Context: an optimization exercise on an open-source flow, tuned for small area, a short achievable clock period and few clock cycles. The choices shown serve that exercise and are no tape-out recipe.
RTL that was checked went through simulation tests only; none was proved equivalent to the original.
For runs 2 to 5, only the layout was checked, not whether the RTL still works.
Power and IR drop assume default switching activity.

File: flow/run.sh
#!/bin/bash
# synth_recipe.tcl (not shown) runs the flow's synth.tcl, then flattens the netlist and writes it again
# the make line also repeats each setting of config.mk as NAME=value (left out here)
make -C /OpenROAD-flow-scripts/flow DESIGN_CONFIG=/design/flow/config.mk WORK_HOME=/design/flow/orfs CLKGATE_MAP_FILE= SYNTH_SCRIPT=/design/flow/synth_recipe.tcl finish
File: flow/design.v
`timescale 1ns / 1ps
module top(clk,rst,imem_addr,imem_data,led,halted);
        input clk;
        input rst;
        output [0:7] imem_addr;
        input [0:31] imem_data;
        output [0:7]led;
        output halted;
        reg [0:7] led;
        reg halted;
        reg [0:7] regfile [0:31];
        reg [0:7] pc;
		  reg [0:3] sw;
		  reg [0:31] temp;
		  reg [0:4] inp1;
		  reg [0:4] inp2;
		  reg [0:4] out;
		  reg [0:7] imm;
        reg [0:7] add;
        integer k;
        assign imem_addr = pc;
        reg [0:7] arr_add;
        always @(*) begin
                case (add)
                8'd0: arr_add = 8'b10011100;
                8'd1: arr_add = 8'b10001111;
                8'd2: arr_add = 8'b01110000;
                8'd3: arr_add = 8'b00111011;
                8'd4: arr_add = 8'b00100000;
                8'd5: arr_add = 8'b01010000;
                8'd6: arr_add = 8'b00000111;
                8'd7: arr_add = 8'b00001000;
                8'd8: arr_add = 8'b00001001;
                8'd9: arr_add = 8'b00001010;
                8'd10: arr_add = 8'b00000110;
                default: arr_add = 8'b00000000;
                endcase
        end
        always @(posedge clk) begin
                        if (rst) begin
                                pc<=12;
                                led<=1;
                                sw<=0;
                                halted<=0;
                                for (k=0; k<32; k=k+1)
                                        regfile[k]<=8'b00000000;
                        end
                        else begin
								if(sw==0) begin
									temp<=imem_data;
									sw<=sw+1;
								end
								if (sw==1) begin
									if(temp[0:5]==9) begin
										inp1<=temp[6:10];
										out<=temp[11:15];
										imm<=temp[24:31];
									end
									else if(temp[0:5]==0)begin
										if(temp[26:31]==42) begin
											inp1<=temp[6:10];
											out<=temp[16:20];
											inp2<=temp[11:15];
										end
										if(temp[26:31]==33) begin
											inp1<=temp[6:10];
											out<=temp[16:20];
											inp2<=temp[11:15];
										end
										if(temp[26:31]==8) begin
											inp1<=temp[6:10];
											out<=temp[16:20];
											inp2<=temp[11:15];
										end
									end
									else if (temp[0:5]==4)begin
										inp1<=temp[6:10];
										inp2<=temp[11:15];
										imm<=temp[24:31];
									end
									else if(temp[0:5]==35)begin
										inp1<=temp[6:10];
										out<=temp[11:15];
										imm<=temp[24:31];
									end
									else if (temp[0:5]==5)begin
										inp1<=temp[6:10];
										inp2<=temp[11:15];
										imm<=temp[24:31];
									end
									else if(temp[0:5]==3)begin
										imm<=temp[24:31];
									end
									sw<=sw+1;
								end
								if(sw==2) begin
									if(temp[0:5]==9) begin
										regfile[out]<=regfile[inp1]+imm;
										pc<=pc+1;
									end
									else if(temp[0:5]==0)begin
										if(temp[26:31]==42) begin
											if($signed(regfile[inp1])<$signed(regfile[inp2])) begin
												regfile[out]<=1;
												pc<=pc+1;
											end
											else begin
												regfile[out]<=0;
												pc<=pc+1;
											end
										end
										if(temp[26:31]==33) begin
											regfile[out]<=regfile[inp1]+regfile[inp2];
											pc<=pc+1;
										end
										if(temp[26:31]==8) begin
											pc<=regfile[31];
										end
									end
									else if (temp[0:5]==4)begin
										if(regfile[inp1]==regfile[inp2])begin
											pc<=pc+imm;
										end
										else begin
											pc<=pc+1;
										end
									end
									else if(temp[0:5]==35)begin
											add<=imm+regfile[inp1];
											pc<=pc+1;
									end
									else if (temp[0:5]==5)begin
										if(regfile[inp1] != regfile[inp2])begin
											pc<=pc+imm;
										end
										else begin
											pc<=pc+1;
										end
									end
									else if(temp[0:5]==3)begin
										regfile[31]<=pc+1;
										pc<=imm;
									end
									sw<=sw+1;
								end
                        if(sw==3) begin
									sw<=sw+1;
                        end
								if(sw==4) begin
									if(temp[0:5]==35)begin
										regfile[out]<=arr_add;
									end
									sw<=sw+1;
								end
                        if(sw==5) begin
									if(pc<14)begin
										sw<=0;
									end
									else begin
										sw<=6;
									end
                        end
								if(sw==6)begin
									led<=regfile[2];
									halted<=1;
								end
                        end
         end
endmodule
File: flow/config.mk
export PLATFORM = sky130hd
export DESIGN_NAME = top
export DESIGN_NICKNAME = top
export VERILOG_FILES = /design/flow/design.v
export SDC_FILE = /design/flow/constraint.sdc
export NUM_CORES = 4
export LEC_CHECK = 0
export CAP_MARGIN = 20
export CORE_MARGIN = 2
export CORE_UTILIZATION = 40
export SLEW_MARGIN = 20
File: flow/constraint.sdc
create_clock -name core_clock -period 7.0 [get_ports {clk}]
set_input_delay 1.4000 -clock core_clock [delete_from_list [all_inputs] [get_ports {clk}]]
set_output_delay 1.4000 -clock core_clock [all_outputs]
set_load 0.01 [all_outputs]
==> out/qor.txt, run 1 <==
Routed via count - 12200
Syn Area/Cell - 13.3 um^2
Most common cell after layout, fill and taps aside - edfxtp_1
Net Sw Frac - 25.3%
Full die area - 48200 um^2
CP max stage delay - 0.95 ns
CTS tree - built
Flop-to-flop setup slack - 1.39 ns
Initial Utilization - 40.8%
DR pass1 iterations - 5
Vias in the first global route - 12000
Post-synth EDFFs - 316
Nets@finish - 1506
HP Class - reg -> reg
# hold bufs at CTS - 0
Critical path buffer and inverter count - 3
Switching pwr - 1.33 mW
Initial antenna violation count - 0
Detailed router's first-iteration violation count - 1393
Worst-path fanout max - 46
Die X - 220 um
Asr flop ratio synth - 0%
Largest net degree at the start of global routing - 61
Clock power share - 41.0%
Worst-margin pin slew - 1.07 ns
Antenna diodes - 0
Cells after Synth - 1400
Data required time of the critical path - 7.30 ns
Final setup fails - 0
CTS buffer count - 39
Hold Violations, Final - 0
Ports - 51
Total GRT Usage - 21.2%
CP delay by family, top - multiplexers
Drt wl/cell - 24.3 um
Non-Filler Instances - 2062
Post-CTS Resized - 0
Final GP Congestion - 0.924
Max-slew violations - 0
First-pass GRT wire length - 75200 um
# rows - 78
Port bufs - 47
Die height - 220 um
Relative slew slack - 28.0%
Sequential fraction of the synthesis area - 55.3%
Power Dens Cells - 248 nW/um^2
Most frequent cells in the layout - edfxtp_1 (316), nor2_1 (291), mux4_2 (157)
Post-Route Setup TNS - 0 ns
Placed wire-length estimate - 35200 um
Vias per cell - 5.93
Min cycle time layout - 5.61 ns
RSZ-0062 raised after global routing - no
Number of max-cap violations - 0
Outcome - no timing/DRC/antenna violations
Core area - 45600 um^2
Final Routed Wirelength - 50000 um
Comb pwr share - 11.6%
Worst Path Arrival - 5.91 ns
CP Class - reg -> reg
Internal power - 3.92 mW
Reg clk slew, reported paths - 0.06 ns
Worst setup EP type - flop
Yosys cell types - 62
Layout cells sized above 1 - 20.6%
Clk_skew - 0.0245 ns
Post-DRT Antenna Nets - 0
Area delta synth->final - 13.6%
P_leak - 7.78 nW
VDD IR max - 213 uV
Syn Std Cell Area - 18600 um^2
Residual DRC - 0
Clk Latency, worst-skew pair - 0.57 ns
Worst setup SP type - flop
Reg power frac - 47.4%
Ys Warns - 1
GR Overflow Total - 0
Worst slack, placed - 1.37 ns
Clock tree sinks - 355
Setup Fix Bufs, Post-CTS - 0
Final worst slack - 1.39 ns
CTS root buffer - clkbuf_16
Placed cells - 1990
Net Count, Synth - 1475
Worst path cell trace - buf_4 > mux4_2 > mux4_2 > mux2i_1 > inv_1 > ha_1 > fa_1 > a21o_1 > a21oi_1 > xnor2_1 > nand2_1 > o21ai_0 > a21oi_4 > buf_4 > o22ai_1
Final period util - 80.1%
Main synth FF type - edfxtp_1
FMAX - 178 MHz
Synthesized flop and latch total - 355
Clock Path Buffers - 3
H-tree levels - 2
Slowest library cell on the worst path - dfxtp_4
through the flow:
stage	power, mW	hold WS, ns	area [um^2]	utilization, %
floorplan	2.88	0.400	18600	-
global placement	3.11	0.409	19700	43.3
detailed placement	3.13	0.408	19800	43.4
CTS	5.27	0.437	21100	46.3
global route	5.40	0.439	21100	46.3
finish	5.24	0.433	21100	46.3
Yosys cell counts, types with 3 or more instances:
library cell | n | area share [%]
xnor2_1 | 14 | 0.66
nor3b_1 | 9 | 0.36
nor4_1 | 3 | 0.10
nand4_1 | 4 | 0.13
nor3_1 | 9 | 0.24
a21o_1 | 8 | 0.32
a21oi_1 | 45 | 1.2
a31oi_1 | 3 | 0.10
mux2i_1 | 20 | 1.1
nand2_1 | 122 | 2.5
clkbuf_1 | 38 | 0.77
buf_4 | 6 | 0.24
mux4_2 | 157 | 19
o31ai_1 | 3 | 0.12
o21bai_1 | 4 | 0.16
a22oi_1 | 3 | 0.12
nand2_2 | 33 | 1.1
ha_1 | 38 | 2.6
o21ai_0 | 21 | 0.57
edfxtp_1 | 316 | 51
and2_1 | 4 | 0.13
inv_1 | 41 | 0.83
a311oi_1 | 3 | 0.14
and3_1 | 9 | 0.30
buf_2 | 25 | 0.67
o22ai_1 | 9 | 0.30
o211ai_1 | 4 | 0.16
buf_1 | 15 | 0.30
nor2_1 | 291 | 5.9
o221ai_1 | 6 | 0.28
nand3_1 | 27 | 0.73
dfxtp_1 | 39 | 4.2
nor2b_1 | 5 | 0.17
a211oi_1 | 7 | 0.28
a221oi_1 | 3 | 0.14
mux2_2 | 8 | 0.48
xor2_1 | 11 | 0.52
fa_1 | 3 | 0.32
sequential cells by signal, summed over array words and instances (netlist names), named ones only:
signal and flops:
temp 29, pc 8, out 5, imm 8, halted 1, inp1 5
regfile 256, led 8, add 8, sw 4, inp2 5
metal layers:
| metal | vias to the layer above | GRT usage, % | wire length [um] |
|---|---|---|---|
| met4 | 0 | 6.58 | 1330 |
| met2 | 588 | 33.8 | 23600 |
| met1 | 6220 | 29.2 | 20600 |
| met3 | 72 | 4.61 | 4590 |
| li1 | 5352 | - | - |
| met5 | - | 0 | 0 |
kinds of logic after synthesis:
family | share of synthesized area [%]
buffers and inverters | 2.81
adder cells (fa/ha/maj) | 2.88
AO/OA/AOI/OAI | 4.78
AND/OR/NAND/NOR | 12.4
multiplexers | 20.6
XOR/XNOR | 1.30
flip-flops | 55.3
worst reg2reg max path: cells and delay by family, from the launching register on:
| family | cells | cell delay, ns |
|---|---|---|
| mux | 3 | 1.31 |
| compound gates | 5 | 1.25 |
| buf+inv | 3 | 0.95 |
| flops | 1 | 0.95 |
| fa+ha+maj | 2 | 0.67 |
| xor+xnor | 1 | 0.13 |
| simple gates | 1 | 0.10 |
path summary, 6_finish.rpt:
kind / startpoint / end / cells past startpoint
worst max-delay path: flop / regfile[31][4]$_DFFE_PP_ / 15
worst min-delay path: temp[24]$_DFFE_PP_ / imm[0]$_DFFE_PP_ / 0
worst max register to register: flop / regfile[31][4]$_DFFE_PP_ / 15
worst min register to register: temp[24]$_DFFE_PP_ / imm[0]$_DFFE_PP_ / 0
power groups by stage:
stage | combinational (mW) | clock [mW] | sequential (mW)
after global routing | 0.653 | 2.25 | 2.49
after global placement | 0.587 | 0 | 2.52
after CTS | 0.607 | 2.18 | 2.48
after floorplan | 0.402 | 0 | 2.48
final | 0.610 | 2.15 | 2.48
after detailed placement | 0.605 | 0 | 2.52
area by class of cell:
type | instances | area (um^2)
fill | 3973 | 24500
sequential | 355 | 10300
multi-input combinational | 920 | 7870
clock buffer | 56 | 1140
tap | 600 | 751
timing repair buffer | 74 | 706
clock inverter | 16 | 193
inverter | 41 | 154
Testbench counts, summed over its fixed seeds: cycles 286,912.
==> inputs of run 2 (changes only) <==
==> flow/design.v (replaced) <==
`timescale 1ns / 1ps
module top(clk,rst,imem_addr,imem_data,led,halted);
        input clk;
        input rst;
        output [0:7] imem_addr;
        input [0:31] imem_data;
        output [0:7] led;
        output halted;
        wire [31:0] ins = imem_data;
        wire [5:0] op  = ins[31:26];
        wire [4:0] rs  = ins[25:21];
        wire [4:0] rt  = ins[20:16];
        wire [4:0] rd  = ins[15:11];
        wire [7:0] imm = ins[7:0];
        wire [5:0] fn  = ins[5:0];
        reg  [7:0] R [0:31];
        reg  [7:0] x_a, x_b;           
        reg  [7:0] x_seq;              
        reg  [7:0] x_tgt;              
        reg  [4:0] x_dst;
        reg        x_we, x_lw, x_slt, x_jal, x_beq, x_bne, x_jr, x_w2;
        wire [7:0] sum = x_a + x_b;
        reg [7:0] rom;
        always @(*) begin
                case (sum)
                8'd0: rom = 8'b10011100;
                8'd1: rom = 8'b10001111;
                8'd2: rom = 8'b01110000;
                8'd3: rom = 8'b00111011;
                8'd4: rom = 8'b00100000;
                8'd5: rom = 8'b01010000;
                8'd6: rom = 8'b00000111;
                8'd7: rom = 8'b00001000;
                8'd8: rom = 8'b00001001;
                8'd9: rom = 8'b00001010;
                8'd10: rom = 8'b00000110;
                default: rom = 8'b00000000;
                endcase
        end
        wire lt = $signed(x_a) < $signed(x_b);
        wire [7:0] res = x_lw  ? rom :
                         x_slt ? {7'b0, lt} :
                         x_jal ? x_seq : sum;
        wire eq = (x_a == x_b);
        wire taken = x_jal | (x_beq & eq) | (x_bne & ~eq);
        wire [7:0] npc = x_jr ? R[31] : taken ? x_tgt : x_seq;
        wire stop = (npc >= 8'd14);
        assign imem_addr = npc;
        assign halted = stop & ~x_w2;
        assign led = R[2];
        wire d_lw   = op[5];                           
        wire d_addi = op[3];                           
        wire d_jal  = op[1] & ~op[5];                  
        wire d_beq  = op[2] & ~op[0];                  
        wire d_bne  = op[2] & op[0];                   
        wire d_r    = ~(op[5] | op[3] | op[2] | op[1]);  
        wire d_jr   = d_r & ~fn[5];                    
        wire d_slt  = d_r & fn[5] & fn[1];             
        wire d_we   = d_lw | d_addi | d_jal | (d_r & fn[5]);
        wire [4:0] d_dst = d_r ? rd : d_jal ? 5'd31 : rt;
        wire d_imm  = d_lw | d_addi;
        wire fwd_a = x_we & (x_dst == rs);
        wire fwd_b = x_we & (x_dst == rt);
        wire [7:0] rf_a = R[rs];
        wire [7:0] rf_b = R[rt];
        wire [7:0] d_a = fwd_a ? res : rf_a;
        wire [7:0] d_b = d_imm ? imm : fwd_b ? res : rf_b;
        always @(posedge clk) begin
                if (rst | stop) begin
                        x_we  <= 1'b0;
                        x_lw  <= 1'b0;
                        x_slt <= 1'b0;
                        x_jal <= 1'b0;
                        x_beq <= 1'b0;
                        x_bne <= 1'b0;
                        x_jr  <= 1'b0;
                        x_w2  <= 1'b0;
                        x_seq <= rst ? 8'd12 : npc;
                end
                else begin
                        x_we  <= d_we;
                        x_lw  <= d_lw;
                        x_slt <= d_slt;
                        x_jal <= d_jal;
                        x_beq <= d_beq;
                        x_bne <= d_bne;
                        x_jr  <= d_jr;
                        x_w2  <= d_we & (d_dst == 5'd2);
                        x_seq <= npc + 8'd1;
                end
                x_dst <= d_dst;
                x_a   <= d_a;
                x_b   <= d_b;
                x_tgt <= d_jal ? imm : npc + imm;
        end
        wire [7:0] wd = rst ? 8'd0 : res;
        genvar k;
        generate
                for (k = 0; k < 32; k = k + 1) begin : g_rf
                        always @(posedge clk)
                                if (rst | (x_we & (x_dst == k)))
                                        R[k] <= wd;
                end
        endgenerate
endmodule
==> out/qor.txt, run 2 <==
Outcome - no timing/DRC/antenna violations (unchanged)
Syn Area/Cell - 11.6 um^2 (was 13.3 um^2)
Syn Std Cell Area - 14800 um^2 (was 18600 um^2)
Min cycle time layout - 5.53 ns (was 5.61 ns)
DR top layer - met5 (was met4)
Worst-path fanout max - 11 (was 46)
Final Routed Wirelength - 67700 um (was 50000 um)
Flop-to-flop setup slack - 2.89 ns (was 1.39 ns)
Port bufs - 46 (was 47)
Area delta synth->final - 16.9% (was 13.6%)
Nets@finish - 1432 (was 1506)
Reg2reg path depth - 15 (unchanged)
Worst Hold Depth - 2 (was 0)
Setup Fix Bufs, Post-CTS - 0 (unchanged)
Yosys cell types - 79 (was 62)
First-pass GRT wire length - 93200 um (was 75200 um)
Largest cells by area after synthesis - edfxtp_1 (52%), a22oi_1 (11%), dfxtp_1 (6.1%) (was edfxtp_1 (51%), mux4_2 (19%), nor2_1 (5.9%))
Worst setup EP type - primary output (was flop)
Post-synthesis simple-gate area fraction - 15.4% (was 12.4%)
Most frequent cells after synthesis - edfxtp_1 (256), a22oi_1 (222), nand2_1 (115), nor2_1 (107), dfxtp_1 (45) (was edfxtp_1 (316), nor2_1 (291), mux4_2 (157), nand2_1 (122), a21oi_1 (45))
Post-synth top area cell - edfxtp_1 (unchanged)
CP Class - reg -> out (was reg -> reg)
DR pass1 iterations - 7 (was 5)
Core area - 36600 um^2 (was 45600 um^2)
Post-DRT Antenna Nets - 0 (unchanged)
Main synth FF type - edfxtp_1 (unchanged)
Met2 WL - 29300 um (was 23600 um)
Post-Route Setup TNS - 0 ns (unchanged)
HP Class - reg -> reg (unchanged)
Reg2reg end - x_tgt[6]$_DFF_P_ (was regfile[31][4]$_DFFE_PP_)
FMAX - 181 MHz (was 178 MHz)
Die height - 197 um (was 220 um)
Net Count, Synth - 1343 (was 1475)
Hold EP - x_a[3]$_DFF_P_ (was imm[0]$_DFFE_PP_)
Most common cell after layout, fill and taps aside - edfxtp_1 (unchanged)
Worst setup SP type - flop (unchanged)
Final setup fails - 0 (unchanged)
Total GRT Usage - 34.9% (was 21.2%)
Largest register FFs - 256 (unchanged)
Power Dens Cells - 393 nW/um^2 (was 248 nW/um^2)
Clk_skew - 0.0224 ns (was 0.0245 ns)
Largest family of logic cells by synthesized area - compound AO/OA/AOI/OAI gates (was multiplexers)
H-tree levels - 2 (unchanged)
Setup crit start - x_b[6]$_DFF_P_
# hold bufs at CTS - 0 (unchanged)
P_leak - 6.43 nW (was 7.78 nW)
Synthesized flop and latch total - 301 (was 355)
Worst hold start - R[0][3]$_DFFE_PP_ (was temp[24]$_DFFE_PP_)
Sequential fraction of the synthesis area - 57.9% (was 55.3%)
Max-slew violations - 0 (unchanged)
Vias per cell - 6.87 (was 5.93)
# rows - 70 (was 78)
Tot Pwr - 6.82 mW (was 5.24 mW)
Area of the multi-input gates - 6050 um^2 (was 7870 um^2)
Number of max-cap violations - 0 (unchanged)
Adder-Cell Fraction of Synth Area - 2.55% (was 2.88%)
Full die area - 38700 um^2 (was 48200 um^2)
Post-CTS Resized - 0 (unchanged)
Clock tree sinks - 301 (was 355)
CTS tree - built (unchanged)
Worst-margin pin slew - 1.35 ns (was 1.07 ns)
Routed via count - 12800 (was 12200)
Drt wl/cell - 36.3 um (was 24.3 um)
Clock Path Buffers - 3 (unchanged)
Data required time of the critical path - 5.60 ns (was 7.30 ns)
Largest net degree at the start of global routing - 50 (was 61)
Ys Warns - 2 (was 1)
Die X - 197 um (was 220 um)
Hold Violations, Final - 0 (unchanged)
Vias in the first global route - 12000 (about the same)
Initial Utilization - 40.5% (was 40.8%)
Synth Area in Compound Gates - 20.2% (was 4.78%)
Worst Path Arrival - 4.13 ns (was 5.91 ns)
Ports - 51 (unchanged)
Cells after Synth - 1280 (was 1400)
Residual DRC - 0 (unchanged)
Final period util - 79.0% (was 80.1%)
Met1 WL - 25800 um (was 20600 um)
Count leader, synth - edfxtp_1 (unchanged)
FILL cells - 3353 (was 3973)
Most frequent cells in the layout - edfxtp_1 (256), a22oi_1 (222), nand2_1 (115) (was edfxtp_1 (316), nor2_1 (291), mux4_2 (157))
Placed wire-length estimate - 48200 um (was 35200 um)
Reg2reg start - x_b[6]$_DFF_P_
Routed wl met3 - 8470 um (was 4590 um)
Share of the synthesized area in the top cell type - 51.8% (was 51.1%)
VDD IR max - 233 uV (was 213 uV)
Detailed router's first-iteration violation count - 1951 (was 1393)
GR Overflow Total - 0 (unchanged)
Final Cell Area - 17400 um^2 (was 21100 um^2)
Multiplexer share of the synthesized area - 0.860% (was 20.6%)
Final GP Congestion - 1.03 (was 0.924)
Clk Latency, worst-skew pair - 0.53 ns (was 0.57 ns)
DP Area - 16100 um^2 (was 19800 um^2)
Reg clk slew, reported paths - 0.06 ns (about the same)
Post-synth EDFFs - 256 (was 316)
RSZ-0062 raised after global routing - no (unchanged)
Seq. cell area - 8590 um^2 (was 10300 um^2)
Asr flop ratio synth - 0% (unchanged)
Post-Synth XOR/XNOR Area - 1.12% (was 1.30%)
Initial antenna violation count - 4 (was 0)
Relative slew slack - 9.98% (was 28.0%)
Layout cells sized above 1 - 12.3% (was 20.6%)
CTS buffer count - 35 (was 39)
CTS root buffer - clkbuf_16 (unchanged)
Most flops, register - R (was regfile)
run 2: area by class of cell:
cell class	count	share of cell area, %
Sequential cell	301	49.5
Multi-Input combinational cell	910	34.9
Clock buffer	44	6.02
Timing Repair Buffer	93	4.70
Tap cell	468	3.37
Clock inverter	17	0.901
Inverter	28	0.606
Antenna cell	3	0.0433
run 2: worst max-delay path by stage:
stage / end / slack [ns] / cells after the start
after global routing: halted / 1.26 / 10
after CTS: halted / 1.46 / 10
after floorplan: halted / 2.95 / 10
after global placement: halted / 2.06 / 10
final: halted / 1.47 / 10
after detailed placement: halted / 2.02 / 10
run 2: cell families after synthesis:
kind of cell | after synthesis
multiplexers | 12
buffers and inverters | 69
AND/OR/NAND/NOR | 448
AO/OA/AOI/OAI | 402
flip-flops | 301
adder cells (fa/ha/maj) | 29
XOR/XNOR | 19
run 2: worst max-delay path, cell delays in order, from the launching register on:
cell	delay, ns
dfxtp_1	0.33
inv_1	0.05
ha_1	0.46
nand4_1	0.27
o21ai_1	0.30
nand2_2	0.22
a2111oi_4	0.70
ha_1	0.28
o211ai_1	0.15
a21oi_1	0.29
clkdlybuf4s50_1	0.57
run 2: where the power goes:
part / leakage (nW) / total [mW] / switching [mW] / internal [mW]
Sequential: 2.99 / 3.13 / 0.429 / 2.70
Clock: 0.592 / 1.91 / 0.776 / 1.14
Combinational: 2.85 / 1.78 / 1.16 / 0.618
run 2: metal layers:
layer / up-vias / GRT usage, %
met5: - / 0.639
met4: 8 / 17.6
met3: 231 / 10.5
met2: 1034 / 52.6
met1: 6244 / 45.8
li1: 5281 / -
run 2: metrics by stage:
stage	setup slack (ns)	util (%)	std cells	hold WS [ns]
floorplan	2.95	-	1280	0.500
global placement	2.06	43.9	1796	0.601
detailed placement	2.02	44.0	1799	0.605
CTS	1.46	47.3	1860	0.613
global route	1.26	47.4	1861	0.654
finish	1.47	47.4	1864	0.602
==> inputs of run 3 (changes only) <==
--- a/flow/config.mk
+++ b/flow/config.mk
@@ -6,6 +6,8 @@
 export NUM_CORES = 4
 export LEC_CHECK = 0
+export ABC_CLOCK_PERIOD_IN_PS = 3000
 export CAP_MARGIN = 20
 export CORE_MARGIN = 2
 export CORE_UTILIZATION = 40
+export SETUP_SLACK_MARGIN = 4.0
 export SLEW_MARGIN = 20
==> out/qor.txt, run 3 <==
Worst setup EP type - primary output (unchanged)
Number of max-cap violations - 0 (unchanged)
Yosys cell types - 79 (unchanged)
Clk_skew - 0.0322 ns (was 0.0224 ns)
Post-synth EDFFs - 256 (unchanged)
First-pass GRT wire length - 98200 um (was 93200 um)
CTS buffer count - 36 (was 35)
Util after Layout - 54.8% (was 47.4%)
Max-slew violations - 0 (unchanged)
Outcome - no timing/DRC/antenna violations (unchanged)
Worst Hold Depth - 2 (unchanged)
DR pass1 iterations - 7 (unchanged)
Die X - 197 um (unchanged)
Residual DRC - 0 (unchanged)
Flop-to-flop setup slack - 3.34 ns (was 2.89 ns)
Hold Violations, Final - 0 (unchanged)
Post-DRT Antenna Nets - 0 (unchanged)
VDD IR max - 233 uV (about the same)
Initial Utilization - 40.5% (unchanged)
Ys Warns - 2 (unchanged)
Share of the synthesized area in the top cell type - 51.8% (unchanged)
Area of the multi-input gates - 7240 um^2 (was 6050 um^2)
Net Sw Frac - 35.4% (was 34.7%)
Placed cells - 1785 (was 1799)
Die height - 197 um (unchanged)
DP Area - 16300 um^2 (was 16100 um^2)
Most frequent cells in the layout - edfxtp_1 (256), a22oi_1 (215), buf_4 (118) (was edfxtp_1 (256), a22oi_1 (222), nand2_1 (115))
Port bufs - 46 (unchanged)
Worst setup SP type - flop (unchanged)
Relative slew slack - 23.2% (was 9.98%)
Hold EP - x_a[3]$_DFF_P_ (unchanged)
Worst hold start - R[0][3]$_DFFE_PP_ (unchanged)
Most frequent cells after synthesis - edfxtp_1 (256), a22oi_1 (222), nand2_1 (115), nor2_1 (107), dfxtp_1 (45) (unchanged)
Nets@finish - 1565 (was 1432)
Internal power - 5.38 mW (was 4.45 mW)
Min cycle time layout - 4.35 ns (was 5.53 ns)
Final Cell Area - 20100 um^2 (was 17400 um^2)
Clock tree sinks - 301 (unchanged)
Reg clk slew, reported paths - 0.06 ns (about the same)
Most common cell after layout, fill and taps aside - edfxtp_1 (unchanged)
Count leader, synth - edfxtp_1 (unchanged)
Most flops, register - R (unchanged)
Main synth FF type - edfxtp_1 (unchanged)
Post-Route Setup TNS - 0 ns (unchanged)
Full die area - 38700 um^2 (unchanged)
Syn Area/Cell - 11.6 um^2 (unchanged)
Clock Path Buffers - 3 (unchanged)
CP Class - reg -> out (unchanged)
Routed via count - 13900 (was 12800)
FILL cells - 3067 (was 3353)
Ports - 51 (unchanged)
Power Dens Cells - 415 nW/um^2 (was 393 nW/um^2)
Detailed router's first-iteration violation count - 2189 (was 1951)
Worst Path Arrival - 2.95 ns (was 4.13 ns)
GR Overflow Total - 0 (unchanged)
Core area - 36600 um^2 (unchanged)
Switching pwr - 2.94 mW (was 2.37 mW)
FMAX - 230 MHz (was 181 MHz)
Reg power frac - 37.9% (was 45.8%)
Non-Filler Instances - 1999 (was 1864)
Worst-margin pin slew - 1.15 ns (was 1.35 ns)
Vias per cell - 6.93 (was 6.87)
Total GRT Usage - 36.9% (was 34.9%)
Final period util - 62.2% (was 79.0%)
Largest register FFs - 256 (unchanged)
Largest cells by area after synthesis - edfxtp_1 (52%), a22oi_1 (11%), dfxtp_1 (6.1%) (unchanged)
Cells after Synth - 1280 (unchanged)
Final GP Congestion - 1.06 (was 1.03)
RSZ-0062 raised after global routing - yes (was no)
HP Class - reg -> reg (unchanged)
Placed wire-length estimate - 48000 um (was 48200 um)
Reg2reg end - x_tgt[7]$_DFF_P_ (was x_tgt[6]$_DFF_P_)
Comb pwr share - 37.4% (was 26.1%)
Vias in the first global route - 12900 (was 12000)
Seq. cell area - 8610 um^2 (was 8590 um^2)
Largest net degree at the start of global routing - 56 (was 50)
Worst-path fanout max - 5 (was 11)
H-tree levels - 2 (unchanged)
P_leak - 7.48 nW (was 6.43 nW)
Clock power share - 24.7% (was 28.0%)
Synthesized flop and latch total - 301 (unchanged)
# hold bufs at CTS - 0 (unchanged)
Sequential fraction of the synthesis area - 57.9% (unchanged)
Data required time of the critical path - 5.60 ns (about the same)
Initial antenna violation count - 1 (was 4)
CTS tree - built (unchanged)
# rows - 70 (unchanged)
Syn Std Cell Area - 14800 um^2 (unchanged)
Clk Latency, worst-skew pair - 0.58 ns (was 0.53 ns)
Asr flop ratio synth - 0% (unchanged)
Post-synth top area cell - edfxtp_1 (unchanged)
Final Routed Wirelength - 73400 um (was 67700 um)
Drt wl/cell - 36.7 um (was 36.3 um)
Reg2reg path depth - 20 (was 15)
Net Count, Synth - 1343 (unchanged)
Layout cells sized above 1 - 30.9% (was 12.3%)
Reg2reg start - x_b[5]$_DFF_P_ (was x_b[6]$_DFF_P_)
CTS root buffer - clkbuf_16 (unchanged)
Final setup fails - 0 (unchanged)
Area delta synth->final - 35.1% (was 16.9%)
## run 3: cell counts after synthesis
No cell type changed its count.
## run 3: worst max path at each step
stage,from,to
finish,x_b[5]$_DFF_P_,halted
detailed placement,imem_data[12],x_b[0]$_DFF_P_
CTS,x_b[6]$_DFF_P_,halted
global placement,imem_data[13],x_b[0]$_DFF_P_
floorplan,x_b[6]$_DFF_P_,halted
global route,x_b[6]$_DFF_P_,halted
## run 3: cell type report
| class | instances | area share (%) |
|---|---|---|
| Antenna cell | 2 | 0.0250 |
| Inverter | 28 | 0.537 |
| Sequential cell | 301 | 42.9 |
| Clock inverter | 22 | 1.53 |
| Tap cell | 468 | 2.92 |
| Multi-Input combinational cell | 916 | 36.1 |
| Clock buffer | 43 | 4.89 |
| Timing Repair Buffer | 219 | 11.1 |
## run 3: what timing repair did
action / in CTS / in global routing
pin swaps: 60 / 44
endpoints found under the setup margin: 300 / 303
cloned: 6 / 8
buffers inserted: 95 / 38
gates resized for setup: 265 / 85
hold endpoints to repair: 0 / 0
## run 3: cells by family (layout without fill, tap and decap cells)
logic type | count (synthesis) | after routing | share of synthesized area, %
multiplexers | 12 | 12 | 0.860
XOR/XNOR | 19 | 19 | 1.12
adder cells (fa/ha/maj) | 29 | 29 | 2.55
other | 0 | 2 | 0
AO/OA/AOI/OAI | 402 | 402 | 20.2
buffers and inverters | 69 | 312 | 1.95
AND/OR/NAND/NOR | 448 | 454 | 15.4
flip-flops | 301 | 301 | 57.9
## run 3: metal layers
| layer | up-vias | global-route usage [%] | wire length, um | part of all wire, % |
|---|---|---|---|---|
| met5 | - | 0.639 | 0 | 0 |
| met2 | 1182 | 54.6 | 30800 | 42 |
| met4 | 0 | 21.0 | 5120 | 7.0 |
| met3 | 300 | 13.0 | 10200 | 14 |
| li1 | 5553 | - | - | - |
| met1 | 6816 | 47.1 | 27200 | 37 |
## run 3: power by group through the flow
stage | Clock (mW) | Combinational (mW) | Sequential [mW]
after floorplan | 0 | 1.24 | 2.92
final | 2.06 | 3.11 | 3.16
after detailed placement | 0 | 1.82 | 3.15
after CTS | 2.06 | 2.61 | 3.12
after global placement | 0 | 1.81 | 3.16
after global routing | 2.14 | 3.24 | 3.19
## run 3: worst max-delay path, cell delays in order, from the launching register on
cell and delay (ns):
dfxtp_2 0.34, inv_2 0.04, ha_4 0.26, nand4_1 0.21, o21ai_2 0.29, nand2_4 0.12, a2111oi_4 0.38, ha_2 0.26
o211ai_1 0.15, a21oi_2 0.18, buf_2 0.14
## run 3: per-stage QoR
| step | hold slack, ns | worst slack [ns] | power [mW] |
|---|---|---|---|
| finish | 0.642 | 2.65 | 8.33 |
| detailed placement | 0.658 | 2.22 | 4.97 |
| global placement | 0.618 | 2.18 | 4.97 |
| floorplan | 0.500 | 3.21 | 4.16 |
| CTS | 0.684 | 2.65 | 7.79 |
| global route | 0.659 | 2.55 | 8.57 |
==> inputs of run 4 (changes only) <==
--- a/flow/design.v
+++ b/flow/design.v
@@ -15,9 +15,8 @@
         wire [5:0] fn  = ins[5:0];
         reg  [7:0] R [0:31];
+        reg  [7:0] pc;
         reg  [7:0] x_a, x_b;           
-        reg  [7:0] x_seq;              
-        reg  [7:0] x_tgt;              
         reg  [4:0] x_dst;
-        reg        x_we, x_lw, x_slt, x_jal, x_beq, x_bne, x_jr, x_w2;
+        reg        x_we, x_lw, x_slt, x_w2;
         wire [7:0] sum = x_a + x_b;
         reg [7:0] rom;
@@ -40,13 +39,6 @@
         wire lt = $signed(x_a) < $signed(x_b);
         wire [7:0] res = x_lw  ? rom :
-                         x_slt ? {7'b0, lt} :
-                         x_jal ? x_seq : sum;
-        wire eq = (x_a == x_b);
-        wire taken = x_jal | (x_beq & eq) | (x_bne & ~eq);
-        wire [7:0] npc = x_jr ? R[31] : taken ? x_tgt : x_seq;
-        wire stop = (npc >= 8'd14);
-        assign imem_addr = npc;
-        assign halted = stop & ~x_w2;
-        assign led = R[2];
+                         x_slt ? {7'b0, lt} : sum;
+        wire stop = (pc >= 8'd14);
         wire d_lw   = op[5];                           
         wire d_addi = op[3];                           
@@ -60,10 +52,23 @@
         wire [4:0] d_dst = d_r ? rd : d_jal ? 5'd31 : rt;
         wire d_imm  = d_lw | d_addi;
-        wire fwd_a = x_we & (x_dst == rs);
-        wire fwd_b = x_we & (x_dst == rt);
+        wire fwd_a  = x_we & (x_dst == rs);
+        wire fwd_b  = x_we & (x_dst == rt);
+        wire fwd_31 = x_we & (x_dst == 5'd31);
         wire [7:0] rf_a = R[rs];
         wire [7:0] rf_b = R[rt];
         wire [7:0] d_a = fwd_a ? res : rf_a;
-        wire [7:0] d_b = d_imm ? imm : fwd_b ? res : rf_b;
+        wire [7:0] d_b = fwd_b ? res : rf_b;
+        wire [7:0] r31 = fwd_31 ? res : R[31];
+        wire eq_rr = (rf_a == rf_b);
+        wire eq_xr = (res == rf_b);
+        wire eq_rx = (rf_a == res);
+        wire eq = fwd_a ? (fwd_b | eq_xr) : (fwd_b ? eq_rx : eq_rr);
+        wire [7:0] pc1 = pc + 8'd1;
+        wire [7:0] tgt = d_jal ? imm : pc + imm;
+        wire taken = d_jal | (d_beq & eq) | (d_bne & ~eq);
+        wire [7:0] npc = d_jr ? r31 : taken ? tgt : pc1;
+        assign imem_addr = pc;
+        assign halted = stop & ~x_w2;
+        assign led = R[2];
         always @(posedge clk) begin
                 if (rst | stop) begin
@@ -71,10 +76,6 @@
                         x_lw  <= 1'b0;
                         x_slt <= 1'b0;
-                        x_jal <= 1'b0;
-                        x_beq <= 1'b0;
-                        x_bne <= 1'b0;
-                        x_jr  <= 1'b0;
                         x_w2  <= 1'b0;
-                        x_seq <= rst ? 8'd12 : npc;
+                        if (rst) pc <= 8'd12;
                 end
                 else begin
@@ -82,15 +83,10 @@
                         x_lw  <= d_lw;
                         x_slt <= d_slt;
-                        x_jal <= d_jal;
-                        x_beq <= d_beq;
-                        x_bne <= d_bne;
-                        x_jr  <= d_jr;
                         x_w2  <= d_we & (d_dst == 5'd2);
-                        x_seq <= npc + 8'd1;
+                        pc    <= npc;
                 end
                 x_dst <= d_dst;
-                x_a   <= d_a;
-                x_b   <= d_b;
-                x_tgt <= d_jal ? imm : npc + imm;
+                x_a   <= d_jal ? pc1 : d_a;
+                x_b   <= d_imm ? imm : d_jal ? 8'd0 : d_b;
         end
         wire [7:0] wd = rst ? 8'd0 : res;
--- a/flow/config.mk
+++ b/flow/config.mk
@@ -6,8 +6,6 @@
 export NUM_CORES = 4
 export LEC_CHECK = 0
-export ABC_CLOCK_PERIOD_IN_PS = 3000
 export CAP_MARGIN = 20
 export CORE_MARGIN = 2
 export CORE_UTILIZATION = 40
-export SETUP_SLACK_MARGIN = 4.0
 export SLEW_MARGIN = 20
==> out/qor.txt, run 4 <==
Most flops, register - R (unchanged)
Worst setup EP type - flop (was primary output)
P_leak - 6.77 nW (was 7.48 nW)
Total GRT Usage - 40.0% (was 36.9%)
Worst Path Arrival - 6.06 ns (was 2.95 ns)
Post-DRT Antenna Nets - 0 (unchanged)
# rows - 73 (was 70)
H-tree levels - 2 (unchanged)
Min cycle time layout - 5.75 ns (was 4.35 ns)
Worst-path fanout max - 22 (was 5)
Net Count, Synth - 1586 (was 1343)
Hold Violations, Final - 0 (unchanged)
First-pass GRT wire length - 115000 um (was 98200 um)
Max-slew violations - 0 (unchanged)
Residual DRC - 0 (unchanged)
Initial Utilization - 40.8% (was 40.5%)
Nets@finish - 1646 (was 1565)
Post-synth top area cell - edfxtp_1 (unchanged)
CTS tree - built (unchanged)
Largest cells by area after synthesis - edfxtp_1 (49%), nand3_1 (5.0%), dfxtp_1 (3.1%) (was edfxtp_1 (52%), a22oi_1 (11%), dfxtp_1 (6.1%))
Clock tree sinks - 289 (was 301)
Clk Latency, worst-skew pair - 0.55 ns (was 0.58 ns)
Post-CTS Resized - 0 (was 265)
RSZ-0062 raised after global routing - no (was yes)
# hold bufs at CTS - 0 (unchanged)
Number of max-cap violations - 0 (unchanged)
Asr flop ratio synth - 0% (unchanged)
Most frequent cells in the layout - edfxtp_1 (264), nand3_1 (163), nand2_1 (88) (was edfxtp_1 (256), a22oi_1 (215), buf_4 (118))
Detailed router's first-iteration violation count - 2159 (was 2189)
CTS root buffer - clkbuf_16 (unchanged)
Most frequent cells after synthesis - edfxtp_1 (264), nand3_1 (163), nor2_1 (92), nand2_1 (88) (was edfxtp_1 (256), a22oi_1 (222), nand2_1 (115), nor2_1 (107), dfxtp_1 (45))
Largest net degree at the start of global routing - 44 (was 56)
Vias per cell - 7.01 (was 6.93)
Largest register FFs - 256 (unchanged)
Area delta synth->final - 15.7% (was 35.1%)
CP max stage delay - 0.98 ns (was 0.38 ns)
Yosys cell types - 89 (was 79)
Sequential fraction of the synthesis area - 51.7% (was 57.9%)
Worst-margin pin slew - 1.31 ns (was 1.15 ns)
CP Class - in -> reg (was reg -> out)
Share of the synthesized area in the top cell type - 48.6% (was 51.8%)
Clock Path Buffers - 3 (unchanged)
FMAX - 174 MHz (was 230 MHz)
Antenna diodes - 0 (was 2)
Ports - 51 (unchanged)
Power Dens Cells - 306 nW/um^2 (was 415 nW/um^2)
Main synth FF type - edfxtp_1 (unchanged)
Most common cell after layout, fill and taps aside - edfxtp_1 (unchanged)
Outcome - no timing/DRC/antenna violations (unchanged)
Worst setup SP type - input pin (was flop)
Final period util - 82.2% (was 62.2%)
GR Overflow Total - 0 (unchanged)
Routed via count - 14900 (was 13900)
Worst path cell trace - buf_2 > buf_4 > nor3_4 > nand2_1 > nor2_1 > a31oi_1 > or3b_1 > a2111oi_0 > nand4_1 > and3_4 > o21ai_4 > mux2i_1 > a32o_1 (was inv_2 > ha_4 > nand4_1 > o21ai_2 > nand2_4 > a2111oi_4 > ha_2 > o211ai_1 > a21oi_2 > buf_2)
Syn Std Cell Area - 16300 um^2 (was 14800 um^2)
Relative slew slack - 12.6% (was 23.2%)
DR pass1 iterations - 6 (was 7)
Post-synth EDFFs - 264 (was 256)
Final GP Congestion - 1.02 (was 1.06)
Slowest library cell on the worst path - nor3_4 (was a2111oi_4)
Post-Route Setup TNS - 0 ns (unchanged)
Layout cells sized above 1 - 14.2% (was 30.9%)
Count leader, synth - edfxtp_1 (unchanged)
Cells after Synth - 1522 (was 1280)
Full die area - 42400 um^2 (was 38700 um^2)
Placed wire-length estimate - 59800 um (was 48000 um)
Clk_skew - 0.0199 ns (was 0.0322 ns)
Die X - 206 um (was 197 um)
CTS buffer count - 36 (unchanged)
Final Routed Wirelength - 84300 um (was 73400 um)
DP Area - 17700 um^2 (was 16300 um^2)
Setup Fix Bufs, Post-CTS - 0 (was 95)
Drt wl/cell - 39.5 um (was 36.7 um)
Port bufs - 46 (unchanged)
Die height - 206 um (was 197 um)
Ys Warns - 2 (unchanged)
VDD IR max - 191 uV (was 233 uV)
Core area - 40000 um^2 (was 36600 um^2)
Reg clk slew, reported paths - 0.06 ns (about the same)
Syn Area/Cell - 10.7 um^2 (was 11.6 um^2)
Synthesized flop and latch total - 289 (was 301)
Vias in the first global route - 14300 (was 12900)
Final setup fails - 0 (unchanged)
Final Cell Area - 18900 um^2 (was 20100 um^2)
Initial antenna violation count - 4 (was 1)
Data required time of the critical path - 7.30 ns (was 5.60 ns)
HP Class - reg -> reg (unchanged)
==> run 4: critical path, delay by kind of cell <==
family	cells	cell delay, ns
AND/OR/NAND/NOR	6	2.84
AO/OA/AOI/OAI	4	1.12
buffers and inverters	2	0.49
multiplexers	1	0.13
==> run 4: per-layer routing <==
layer	part of all wire, %	vias to the layer above	track usage (%)
li1	-	6075	-
met1	36	7383	48.3
met2	44	1162	61.7
met3	11	325	10.7
met4	8.7	2	29.0
met5	0.018	-	0
==> run 4: worst paths after layout <==
| path | end | slack [ns] | start | depth (start not counted) |
|---|---|---|---|---|
| min reg2reg | x_a[7]$_DFF_P_ | 0.79 | pc[7]$_SDFFCE_PP0P_ | 2 |
| min | x_a[7]$_DFF_P_ | 0.79 | pc[7]$_SDFFCE_PP0P_ | 2 |
| max | pc[1]$_SDFFCE_PP0P_ | 1.25 | imem_data[12] | 13 |
| max reg2reg | pc[1]$_SDFFCE_PP0P_ | 2.27 | x_b[3]$_DFF_P_ | 15 |
==> run 4: per-stage QoR <==
stage | cells | power, mW | worst slack (ns) | hold WS [ns] | utilization (%)
6_report | 2133 | 5.77 | 1.25 | 0.792 | 47.2
5_1_grt | 2133 | 5.91 | 1.08 | 0.831 | 47.2
4_1_cts | 2133 | 5.72 | 1.47 | 0.802 | 47.1
3_5_place_dp | 2069 | 3.89 | 0.895 | 0.742 | 44.2
3_3_place_gp | 2069 | 3.89 | 0.950 | 0.738 | 44.2
2_1_floorplan | 1522 | 3.22 | 2.40 | 0.605 | -
==> run 4: cell type report <==
type	instances	area (um^2)
fill	3774	21100
sequential	289	8430
multi-input combinational	1089	7410
timing repair buffer	134	1110
clock buffer	42	945
tap	525	657
clock inverter	22	194
inverter	32	120
==> run 4: logic make-up (layout without fill, tap and decap cells) <==
kind of cell / Yosys count / count (layout) / share of synthesized area [%]
AOI/OAI and AO/OA: 379 / 379 / 17.1
muxes: 59 / 59 / 4.01
and+or+nand+nor: 578 / 578 / 18.7
DFF: 289 / 289 / 51.7
xor gates and xnor gates: 43 / 43 / 2.31
buffers and inverters: 144 / 230 / 3.78
adders and majority gates: 30 / 30 / 2.39
==> run 4: where the power goes <==
| group | total [mW] | internal (mW) | switching, mW |
|---|---|---|---|
| clock | 1.85 | 1.08 | 0.773 |
| combinational | 1.32 | 0.429 | 0.895 |
| sequential | 2.59 | 2.33 | 0.265 |
| total | 5.77 | 3.84 | 1.93 |
==> inputs of run 5 (changes only) <==
--- a/flow/config.mk
+++ b/flow/config.mk
@@ -9,3 +9,4 @@
 export CORE_MARGIN = 2
 export CORE_UTILIZATION = 40
+export SETUP_SLACK_MARGIN = 3.6
 export SLEW_MARGIN = 20
==> out/qor.txt, run 5 <==
Outcome - no timing/DRC/antenna violations (unchanged)
First-pass GRT wire length - 114000 um (was 115000 um)
FMAX - 221 MHz (was 174 MHz)
Final worst slack - 2.48 ns (was 1.25 ns)
Initial antenna violation count - 2 (was 4)
Final setup fails - 0 (unchanged)
Clk_skew - 0.0369 ns (was 0.0199 ns)
RSZ-0062 raised after global routing - yes (was no)
Reg2reg start - x_b[1]$_DFF_P_ (was x_b[3]$_DFF_P_)
Gr busiest metal - met2 (unchanged)
Relative slew slack - 20.1% (was 12.6%)
Main synth FF type - edfxtp_1 (unchanged)
Initial Utilization - 40.8% (unchanged)
Number of max-cap violations - 0 (unchanged)
Worst-margin pin slew - 1.20 ns (was 1.31 ns)
CP Class - in -> reg (unchanged)
Clk Latency, worst-skew pair - 0.60 ns (was 0.55 ns)
DP Area - 17700 um^2 (about the same)
Placed wire-length estimate - 57200 um (was 59800 um)
Most common cell after layout, fill and taps aside - edfxtp_1 (unchanged)
GR Layer Usage met1 - 51.0% (was 48.3%)
Critical path buffer and inverter count - 3 (was 2)
Synthesized flop and latch total - 289 (unchanged)
Layout cells sized above 1 - 26.4% (was 14.2%)
Tot Pwr - 6.03 mW (was 5.77 mW)
Post-synth EDFFs - 264 (unchanged)
Core area - 40000 um^2 (unchanged)
Drt wl/cell - 37.9 um (was 39.5 um)
Data required time of the critical path - 7.29 ns (was 7.30 ns)
Cells after Synth - 1522 (unchanged)
Die X - 206 um (unchanged)
Die height - 206 um (unchanged)
Min cycle time layout - 4.52 ns (was 5.75 ns)
Worst-path fanout max - 16 (was 22)
GR Overflow Total - 0 (unchanged)
Reg clk slew, reported paths - 0.06 ns (about the same)
Total GRT Usage - 39.3% (was 40.0%)
Worst setup EP type - flop (unchanged)
Most flops, register - R (unchanged)
Hold Violations, Final - 0 (unchanged)
VDD IR max - 225 uV (was 191 uV)
Final period util - 64.6% (was 82.2%)
Worst Path Arrival - 4.81 ns (was 6.06 ns)
Largest register FFs - 256 (unchanged)
Nets@finish - 1770 (was 1646)
Worst hold start - pc[0]$_SDFFCE_PP0P_ (was pc[7]$_SDFFCE_PP0P_)
Net Count, Synth - 1586 (unchanged)
Worst Hold Depth - 2 (unchanged)
DR pass1 iterations - 9 (was 6)
Slowest library cell on the worst path - nor3b_4 (was nor3_4)
Count leader, synth - edfxtp_1 (unchanged)
Asr flop ratio synth - 0% (unchanged)
CTS tree - built (unchanged)
Post-synth top area cell - edfxtp_1 (unchanged)
Post-Route Setup TNS - 0 ns (unchanged)
Final GP Congestion - 1.05 (was 1.02)
WP depth - 15 (was 13)
P_leak - 7.82 nW (was 6.77 nW)
Full die area - 42400 um^2 (unchanged)
GR met2 Demand/Resource - 55.1% (was 61.7%)
Port bufs - 46 (unchanged)
Power Dens Cells - 284 nW/um^2 (was 306 nW/um^2)
Share of the synthesized area in the top cell type - 48.6% (unchanged)
Residual DRC - 0 (unchanged)
Area delta synth->final - 30.2% (was 15.7%)
CP max stage delay - 0.58 ns (was 0.98 ns)
Most frequent cells after synthesis - edfxtp_1 (264), nand3_1 (163), nor2_1 (92), nand2_1 (88) (unchanged)
CTS buffer count - 34 (was 36)
Vias in the first global route - 14500 (was 14300)
Detailed router's first-iteration violation count - 3096 (was 2159)
Largest net degree at the start of global routing - 45 (was 44)
Clock Path Buffers - 3 (unchanged)
H-tree levels - 2 (unchanged)
Final Routed Wirelength - 85700 um (was 84300 um)
HP Class - reg -> reg (unchanged)
Worst path cell trace - buf_16 > nor3b_4 > buf_6 > nand3_1 > nand4_1 > nor4_4 > a31oi_4 > buf_6 > nand3_1 > a2111oi_4 > nand4_1 > and3_4 > o21ai_4 > mux2i_1 > o41ai_2 (was buf_2 > buf_4 > nor3_4 > nand2_1 > nor2_1 > a31oi_1 > or3b_1 > a2111oi_0 > nand4_1 > and3_4 > o21ai_4 > mux2i_1 > a32o_1)
Sequential fraction of the synthesis area - 51.7% (unchanged)
Worst slack, placed - 0.769 ns (was 0.895 ns)
Vias per cell - 7.10 (was 7.01)
Final Cell Area - 21200 um^2 (was 18900 um^2)
Flop-to-flop setup slack - 2.77 ns (was 2.27 ns)
Syn Std Cell Area - 16300 um^2 (unchanged)
Ys Warns - 2 (unchanged)
Global Route met3 Usage - 13.5% (was 10.7%)
# rows - 73 (unchanged)
Routed via count - 16000 (was 14900)
Reg2reg path depth - 14 (was 15)
Yosys cell types - 89 (unchanged)
Post-DRT Antenna Nets - 0 (unchanged)
Setup crit start - imem_data[13] (was imem_data[12])
CTS root buffer - clkbuf_16 (unchanged)
Largest cells by area after synthesis - edfxtp_1 (49%), nand3_1 (5.0%), dfxtp_1 (3.1%) (unchanged)
# hold bufs at CTS - 0 (unchanged)
CP delay by family, top - simple AND/OR/NAND/NOR gates (unchanged)
Max-slew violations - 0 (unchanged)
Worst setup SP type - input pin (unchanged)
Most frequent cells in the layout - edfxtp_1 (264), nand3_1 (159), buf_4 (150) (was edfxtp_1 (264), nand3_1 (163), nand2_1 (88))
Syn Area/Cell - 10.7 um^2 (unchanged)
Ports - 51 (unchanged)
Clock tree sinks - 289 (unchanged)
[run 5: path summary, 6_finish.rpt]
path / endpoint
max: pc[0]$_SDFFCE_PP0P_
min: x_a[0]$_DFF_P_
max reg2reg: pc[0]$_SDFFCE_PP0P_
min reg2reg: x_a[0]$_DFF_P_
[run 5: per-layer routing]
| metal | share of wire, % | up-vias |
|---|---|---|
| met5 | 0.0093 | - |
| met4 | 8.9 | 2 |
| met3 | 15 | 424 |
| met2 | 40 | 1461 |
| met1 | 37 | 7823 |
| li1 | - | 6327 |
[run 5: where the power goes]
group | switching, mW | internal, mW
Sequential | 0.271 | 2.33
Clock | 0.795 | 1.07
Combinational | 0.979 | 0.580
Total | 2.05 | 3.98
[run 5: per-stage QoR]
| stage | utilization [%] | std cells | hold WS, ns |
|---|---|---|---|
| detailed placement | 44.3 | 2070 | 0.705 |
| CTS | 49.9 | 2172 | 0.681 |
| finish | 53.1 | 2258 | 0.687 |
| global placement | 44.2 | 2070 | 0.700 |
| floorplan | - | 1522 | 0.605 |
| global route | 53.1 | 2256 | 0.720 |
[run 5: area by class of cell]
class,instances,area (um^2)
fillers,3549,18800
clock inverters,22,240
inverters,32,120
flip-flops and latches,289,8430
well taps,525,657
diodes,2,5.00
clock buffers,39,891
multi-input cells,1092,8130
repair buffers,257,2760
[run 5: worst min-delay path: stages, from the launching register on]
cell,delay (ns)
edfxtp_1,0.36
buf_4,0.16
o21ai_0,0.10
[run 5: cells by family (layout without fill, tap and decap cells)]
group / count (synthesis) / in the layout / share of synthesized area [%]
compound gates: 379 / 380 / 17.1
xor+xnor: 43 / 43 / 2.31
fa+ha+maj: 30 / 30 / 2.39
buf+inv: 144 / 350 / 3.78
flops: 289 / 289 / 51.7
mux: 59 / 59 / 4.01
other cells: 0 / 2 / 0
simple gates: 578 / 580 / 18.7
[run 5: timing repair]
action,CTS,global route
resized for setup,182,94
endpoints found under the setup margin,153,143
buffers inserted,36,77
pin swaps,32,42
gates cloned,5,7
==> inputs of run 6 (changes only) <==
--- a/flow/design.v
+++ b/flow/design.v
@@ -17,6 +17,7 @@
         reg  [7:0] pc;
         reg  [7:0] x_a, x_b;           
+        reg  [7:0] x_alt;              
         reg  [4:0] x_dst;
-        reg        x_we, x_lw, x_slt, x_w2;
+        reg        x_we, x_lw, x_slt, x_w2, x_br, x_bne, x_pt;
         wire [7:0] sum = x_a + x_b;
         reg [7:0] rom;
@@ -40,9 +41,11 @@
         wire [7:0] res = x_lw  ? rom :
                          x_slt ? {7'b0, lt} : sum;
+        wire eq = (x_a == x_b);
+        wire miss = x_br & (eq ^ x_bne ^ x_pt);
         wire stop = (pc >= 8'd14);
         wire d_lw   = op[5];                           
         wire d_addi = op[3];                           
         wire d_jal  = op[1] & ~op[5];                  
-        wire d_beq  = op[2] & ~op[0];                  
+        wire d_br   = op[2];                           
         wire d_bne  = op[2] & op[0];                   
         wire d_r    = ~(op[5] | op[3] | op[2] | op[1]);  
@@ -52,4 +55,5 @@
         wire [4:0] d_dst = d_r ? rd : d_jal ? 5'd31 : rt;
         wire d_imm  = d_lw | d_addi;
+        wire d_pt   = imm[7];                          
         wire fwd_a  = x_we & (x_dst == rs);
         wire fwd_b  = x_we & (x_dst == rt);
@@ -60,22 +64,19 @@
         wire [7:0] d_b = fwd_b ? res : rf_b;
         wire [7:0] r31 = fwd_31 ? res : R[31];
-        wire eq_rr = (rf_a == rf_b);
-        wire eq_xr = (res == rf_b);
-        wire eq_rx = (rf_a == res);
-        wire eq = fwd_a ? (fwd_b | eq_xr) : (fwd_b ? eq_rx : eq_rr);
         wire [7:0] pc1 = pc + 8'd1;
-        wire [7:0] tgt = d_jal ? imm : pc + imm;
-        wire taken = d_jal | (d_beq & eq) | (d_bne & ~eq);
-        wire [7:0] npc = d_jr ? r31 : taken ? tgt : pc1;
+        wire [7:0] pci = pc + imm;
+        wire [7:0] npc = d_jr ? r31 : d_jal ? imm : (d_br & d_pt) ? pci : pc1;
         assign imem_addr = pc;
-        assign halted = stop & ~x_w2;
+        assign halted = stop & ~x_br & ~x_w2;
         assign led = R[2];
         always @(posedge clk) begin
-                if (rst | stop) begin
+                if (rst | miss | stop) begin
                         x_we  <= 1'b0;
                         x_lw  <= 1'b0;
                         x_slt <= 1'b0;
                         x_w2  <= 1'b0;
+                        x_br  <= 1'b0;
                         if (rst) pc <= 8'd12;
+                        else if (miss) pc <= x_alt;
                 end
                 else begin
@@ -84,6 +85,10 @@
                         x_slt <= d_slt;
                         x_w2  <= d_we & (d_dst == 5'd2);
+                        x_br  <= d_br;
                         pc    <= npc;
                 end
+                x_bne <= d_bne;
+                x_pt  <= d_pt;
+                x_alt <= d_pt ? pc1 : pci;
                 x_dst <= d_dst;
                 x_a   <= d_jal ? pc1 : d_a;
--- a/flow/config.mk
+++ b/flow/config.mk
@@ -9,4 +9,4 @@
 export CORE_MARGIN = 2
 export CORE_UTILIZATION = 40
-export SETUP_SLACK_MARGIN = 3.6
+export SETUP_SLACK_MARGIN = 4.0
 export SLEW_MARGIN = 20
==> out/qor.txt, run 6 <==
Ports - 51 (unchanged)
Adder-Cell Fraction of Synth Area - 2.57% (was 2.39%)
GR Overflow Total - 0 (unchanged)
Final setup fails - 0 (unchanged)
Largest family of logic cells by synthesized area - compound AO/OA/AOI/OAI gates (was simple AND/OR/NAND/NOR gates)
Sequential fraction of the synthesis area - 58.0% (was 51.7%)
Final GP Congestion - 1.04 (was 1.05)
Clk_skew - 0.0207 ns (was 0.0369 ns)
Detailed router's first-iteration violation count - 2120 (was 3096)
Post-synthesis simple-gate area fraction - 15.3% (was 18.7%)
Initial Utilization - 40.7% (was 40.8%)
First-pass GRT wire length - 101000 um (was 114000 um)
Asr flop ratio synth - 0% (unchanged)
Main synth FF type - edfxtp_1 (unchanged)
CP Class - in -> reg (unchanged)
Clock Path Buffers - 3 (unchanged)
RSZ-0062 raised after global routing - yes (unchanged)
# rows - 70 (was 73)
Vias in the first global route - 13000 (was 14500)
Max-slew violations - 0 (unchanged)
Worst-path fanout max - 6 (was 16)
Clock tree sinks - 300 (was 289)
Port bufs - 46 (unchanged)
Final worst slack - 3.94 ns (was 2.48 ns)
Post-Route Setup TNS - 0 ns (unchanged)
Final period util - 43.8% (was 64.6%)
Min cycle time layout - 3.06 ns (was 4.52 ns)
Ys Warns - 2 (unchanged)
Relative slew slack - 23.1% (was 20.1%)
CTS tree - built (unchanged)
CTS root buffer - clkbuf_16 (unchanged)
Most frequent cells in the layout - edfxtp_1 (264), a22oi_1 (198), buf_4 (132) (was edfxtp_1 (264), nand3_1 (159), buf_4 (150))
Layout cells sized above 1 - 26.4% (about the same)
Initial antenna violation count - 1 (was 2)
Post-Synth XOR/XNOR Area - 1.82% (was 2.31%)
Area delta synth->final - 29.7% (was 30.2%)
Die height - 197 um (was 206 um)
DR pass1 iterations - 7 (was 9)
H-tree levels - 2 (unchanged)
# hold bufs at CTS - 0 (unchanged)
Count leader, synth - edfxtp_1 (unchanged)
Vias per cell - 6.90 (was 7.10)
Core area - 36700 um^2 (was 40000 um^2)
Largest net degree at the start of global routing - 33 (was 45)
VDD IR max - 187 uV (was 225 uV)
Final Cell Area - 19400 um^2 (was 21200 um^2)
Worst setup EP type - flop (unchanged)
Multiplexer share of the synthesized area - 0.554% (was 4.01%)
Final Routed Wirelength - 74000 um (was 85700 um)
CTS buffer count - 35 (was 34)
Net Count, Synth - 1388 (was 1586)
Die X - 197 um (was 206 um)
Post-synth EDFFs - 264 (unchanged)
Full die area - 38900 um^2 (was 42400 um^2)
HP Class - reg -> reg (unchanged)
Hold Violations, Final - 0 (unchanged)
Post-synth top area cell - edfxtp_1 (unchanged)
DP Area - 16300 um^2 (was 17700 um^2)
Power Dens Cells - 324 nW/um^2 (was 284 nW/um^2)
Largest cells by area after synthesis - edfxtp_1 (53%), a22oi_1 (11%), dfxtp_1 (4.8%) (was edfxtp_1 (49%), nand3_1 (5.0%), dfxtp_1 (3.1%))
Drt wl/cell - 36.9 um (was 37.9 um)
Placed wire-length estimate - 49700 um (was 57200 um)
Post-DRT Antenna Nets - 0 (unchanged)
Reg2reg path depth - 10 (was 14)
Share of the synthesized area in the top cell type - 53.1% (was 48.6%)
Largest register FFs - 256 (unchanged)
Worst setup SP type - input pin (unchanged)
Clk Latency, worst-skew pair - 0.55 ns (was 0.60 ns)
Synthesized flop and latch total - 300 (was 289)
Most frequent cells after synthesis - edfxtp_1 (264), a22oi_1 (212), nor2_1 (131), nand2_1 (126), o21ai_0 (40) (was edfxtp_1 (264), nand3_1 (163), nor2_1 (92), nand2_1 (88))
Total GRT Usage - 37.9% (was 39.3%)
Worst slack, placed - 1.86 ns (was 0.769 ns)
Nets@finish - 1578 (was 1770)
Worst Path Arrival - 3.48 ns (was 4.81 ns)
Syn Area/Cell - 11.3 um^2 (was 10.7 um^2)
Most common cell after layout, fill and taps aside - edfxtp_1 (unchanged)
Residual DRC - 0 (unchanged)
Yosys cell types - 72 (was 89)
Routed via count - 13900 (was 16000)
FMAX - 326 MHz (was 221 MHz)
Reg clk slew, reported paths - 0.06 ns (about the same)
Number of max-cap violations - 0 (unchanged)
Synth Area in Compound Gates - 19.6% (was 17.1%)
Most flops, register - R (unchanged)
Cells after Synth - 1324 (was 1522)
Worst-margin pin slew - 1.15 ns (was 1.20 ns)
P_leak - 7.06 nW (was 7.82 nW)
Worst Hold Depth - 2 (unchanged)
Data required time of the critical path - 7.41 ns (was 7.29 ns)
Tot Pwr - 6.26 mW (was 6.03 mW)
Syn Std Cell Area - 14900 um^2 (was 16300 um^2)
Outcome - no timing/DRC/antenna violations (unchanged)
run 6: changes by cell type after synthesis, sizes merged, moves of 26 or more:
cell,change
a22oi,+158
clkbuf,-29
nor2b,-26
buf,-32
nand3,-124
nor2,+40
mux2i,-31
nand2,+38
run 6: report_power, final:
group	internal [mW]	total (mW)	leakage (nW)	switching (mW)
sequential	2.52	2.85	2.99	0.327
combinational	0.565	1.55	3.52	0.983
clock	1.10	1.86	0.550	0.761
total	4.19	6.26	7.06	2.07
run 6: area by class of cell:
cell class	count	area [um^2]
flip-flops and latches	300	8650
inverters	27	101
fillers	3211	17300
clock buffers	40	895
multi-input cells	946	6970
repair buffers	204	1920
clock inverters	20	226
diodes	1	2.50
well taps	468	586
run 6: worst paths after layout:
path / from / end / slack (ns)
max: imem_data[8] / x_a[6]$_DFF_P_ / 3.94
min: x_alt[0]$_DFF_P_ / pc[0]$_DFFE_PP_ / 0.57
max reg2reg: x_b[1]$_DFF_P_ / R[5][0]$_DFFE_PP_ / 4.13
min reg2reg: x_alt[0]$_DFF_P_ / pc[0]$_DFFE_PP_ / 0.57
run 6: what timing repair did:
| action | CTS | global route |
|---|---|---|
| endpoints found under the setup margin | 473 | 312 |
| pin swaps | 35 | 35 |
| cloned | 2 | 1 |
| resized for setup | 241 | 89 |
| setup buffers | 56 | 35 |
run 6: routing by layer:
layer,global-route usage (%),wire (um),vias to the layer above
met5,0,80,-
met4,23.7,5850,2
met3,12.8,10600,320
li1,-,-,5639
met1,47.5,26100,6691
met2,56.3,31400,1198
run 6: critical path, cell delays in order:
cell,delay (ns)
buf_8,0.11
buf_12,0.13
or3b_4,0.30
nor2_4,0.09
a222oi_1,0.57
nand3_1,0.25
nor3_4,0.22
a211oi_2,0.12
a221o_1,0.29
run 6: per-stage QoR:
stage | hold WS (ns) | utilization (%) | instances
floorplan | 0.515 | - | 1324
global placement | 0.554 | 44.4 | 1850
global route | 0.576 | 52.7 | 2005
CTS | 0.576 | 50.8 | 1969
finish | 0.575 | 52.7 | 2006
detailed placement | 0.563 | 44.4 | 1851
run 6: cell families after synthesis:
group,count (synthesis)
compound gates,405
xor+xnor,31
fa+ha+maj,30
buf+inv,78
flops,300
mux,8
simple gates,472
Testbench counts of run 6, summed over its fixed seeds: cycles 53,224.
==> inputs of run 7 (changes only) <==
--- a/flow/config.mk
+++ b/flow/config.mk
@@ -9,4 +9,4 @@
 export CORE_MARGIN = 2
 export CORE_UTILIZATION = 40
-export SETUP_SLACK_MARGIN = 4.0
+export SETUP_SLACK_MARGIN = 4.4
 export SLEW_MARGIN = 20
==> out/qor.txt, run 7 <==
Outcome - no timing/DRC/antenna violations (unchanged)
Main synth FF type - edfxtp_1 (unchanged)
FMAX - 322 MHz (was 326 MHz)
Reg power frac - 41.8% (was 45.6%)
FILL cells - 2765 (was 3211)
Slowest library cell on the worst path - edfxtp_1 (was a222oi_1)
Final worst slack - 3.90 ns (was 3.94 ns)
Worst-path fanout max - 3 (was 6)
Reg clk slew, reported paths - 0.06 ns (about the same)
Sequential fraction of the synthesis area - 58.0% (unchanged)
Drt wl/cell - 38.6 um (was 36.9 um)
Die height - 197 um (unchanged)
Asr flop ratio synth - 0% (unchanged)
Clock power share - 26.5% (was 29.7%)
CTS buffer count - 36 (was 35)
Initial Utilization - 40.7% (unchanged)
Hold Violations, Final - 0 (unchanged)
First-pass GRT wire length - 111000 um (was 101000 um)
Data required time of the critical path - 5.60 ns (was 7.41 ns)
Ys Warns - 2 (unchanged)
Post-synth EDFFs - 264 (unchanged)
Port bufs - 46 (unchanged)
Number of max-cap violations - 0 (unchanged)
Worst path cell trace - ha_4 > o211ai_1 > a211oi_2 > buf_2 (was buf_8 > buf_12 > or3b_4 > nor2_4 > a222oi_1 > nand3_1 > nor3_4 > a211oi_2 > a221o_1)
Post-synth top area cell - edfxtp_1 (unchanged)
Worst setup EP type - primary output (was flop)
Detailed router's first-iteration violation count - 2714 (was 2120)
Clock Path Buffers - 3 (unchanged)
CP Class - reg -> out (was in -> reg)
HP Class - reg -> reg (unchanged)
CP max stage delay - 0.48 ns (was 0.57 ns)
Area of the multi-input gates - 8370 um^2 (was 6970 um^2)
GR Overflow Total - 0 (unchanged)
Worst Path Arrival - 1.70 ns (was 3.48 ns)
P_leak - 8.45 nW (was 7.06 nW)
Layout cells sized above 1 - 46.2% (was 26.4%)
Relative slew slack - 27.0% (was 23.1%)
Ports - 51 (unchanged)
Syn Std Cell Area - 14900 um^2 (unchanged)
Post-Route Setup TNS - 0 ns (unchanged)
Vias per cell - 7.06 (was 6.90)
Most flops, register - R (unchanged)
Most frequent cells in the layout - edfxtp_1 (264), buf_4 (205), a22oi_1 (144) (was edfxtp_1 (264), a22oi_1 (198), buf_4 (132))
Net Sw Frac - 34.5% (was 33.1%)
CTS tree - built (unchanged)
Initial antenna violation count - 2 (was 1)
H-tree levels - 2 (unchanged)
Yosys cell types - 72 (unchanged)
Clk Latency, worst-skew pair - 0.57 ns (was 0.55 ns)
[run 7: cell counts after synthesis]
Identical to the previous run, type by type.
[run 7: worst paths after layout]
check / from / end / slack (ns) / cells past startpoint
hold / removal: x_alt[1]$_DFF_P_ / pc[1]$_DFFE_PP_ / 0.60 / 2
setup / recovery: pc[1]$_DFFE_PP_ / halted / 3.90 / 4
hold reg to reg: x_alt[1]$_DFF_P_ / pc[1]$_DFFE_PP_ / 0.60 / 2
setup reg to reg: pc[0]$_DFFE_PP_ / pc[6]$_DFFE_PP_ / 4.32 / 13
[run 7: through the flow]
step	hold slack [ns]	area, um^2	util, %	power, mW
6_report	0.603	23000	62.6	6.88
5_1_grt	0.628	23000	62.6	7.04
4_1_cts	0.585	21600	58.7	6.44
3_5_place_dp	0.568	16600	45.2	4.14
3_3_place_gp	0.565	16600	45.1	4.13
2_1_floorplan	0.515	15800	-	3.53
[run 7: layout make-up]
cell class	count	area share, %
antenna	2	0.0218
clock buffer	50	4.37
clock inverter	15	0.496
inverter	27	0.441
multi-input combinational	953	36.4
sequential	300	37.7
tap	468	2.55
timing repair buffer	385	18.0
[run 7: cell families (layout without fill, tap and decap cells)]
| group | Yosys count | in the layout | synth area share, % |
|---|---|---|---|
| multiplexers | 8 | 8 | 0.554 |
| AO/OA/AOI/OAI | 405 | 406 | 19.6 |
| other | 0 | 2 | 0 |
| AND/OR/NAND/NOR | 472 | 478 | 15.3 |
| buffers and inverters | 78 | 477 | 2.17 |
| adder cells (fa/ha/maj) | 30 | 30 | 2.57 |
| flip-flops | 300 | 300 | 58.0 |
| XOR/XNOR | 31 | 31 | 1.82 |
[run 7: routing by layer]
metal | vias to the layer above | track usage, % | wire [um]
met5 | - | 0.383 | 146
met4 | 8 | 28.8 | 7530
met3 | 477 | 15.7 | 13100
met2 | 1514 | 59.5 | 34600
met1 | 7506 | 53.4 | 29500
li1 | 6026 | - | -
[run 7: critical path, delay by kind of cell (launching register included)]
family	cells	cell delay, ns
fa+ha+maj	1	0.20
compound gates	2	0.31
flops	1	0.48
buf+inv	1	0.15
[run 7: power groups by stage]
stage / clock network, mW / registers (mW) / logic [mW]
2_1_floorplan: 0 / 2.73 / 0.807
3_3_place_gp: 0 / 2.88 / 1.25
3_5_place_dp: 0 / 2.87 / 1.26
4_1_cts: 1.82 / 2.83 / 1.79
5_1_grt: 1.89 / 2.90 / 2.25
6_report: 1.82 / 2.87 / 2.18
[run 7: timing repair]
item	in CTS	in global routing
hold buffers	0	0
setup buffers	231	77
gates cloned	8	5
gates resized for setup	481	173
endpoints found under the setup margin	575	324
pin swaps	174	126
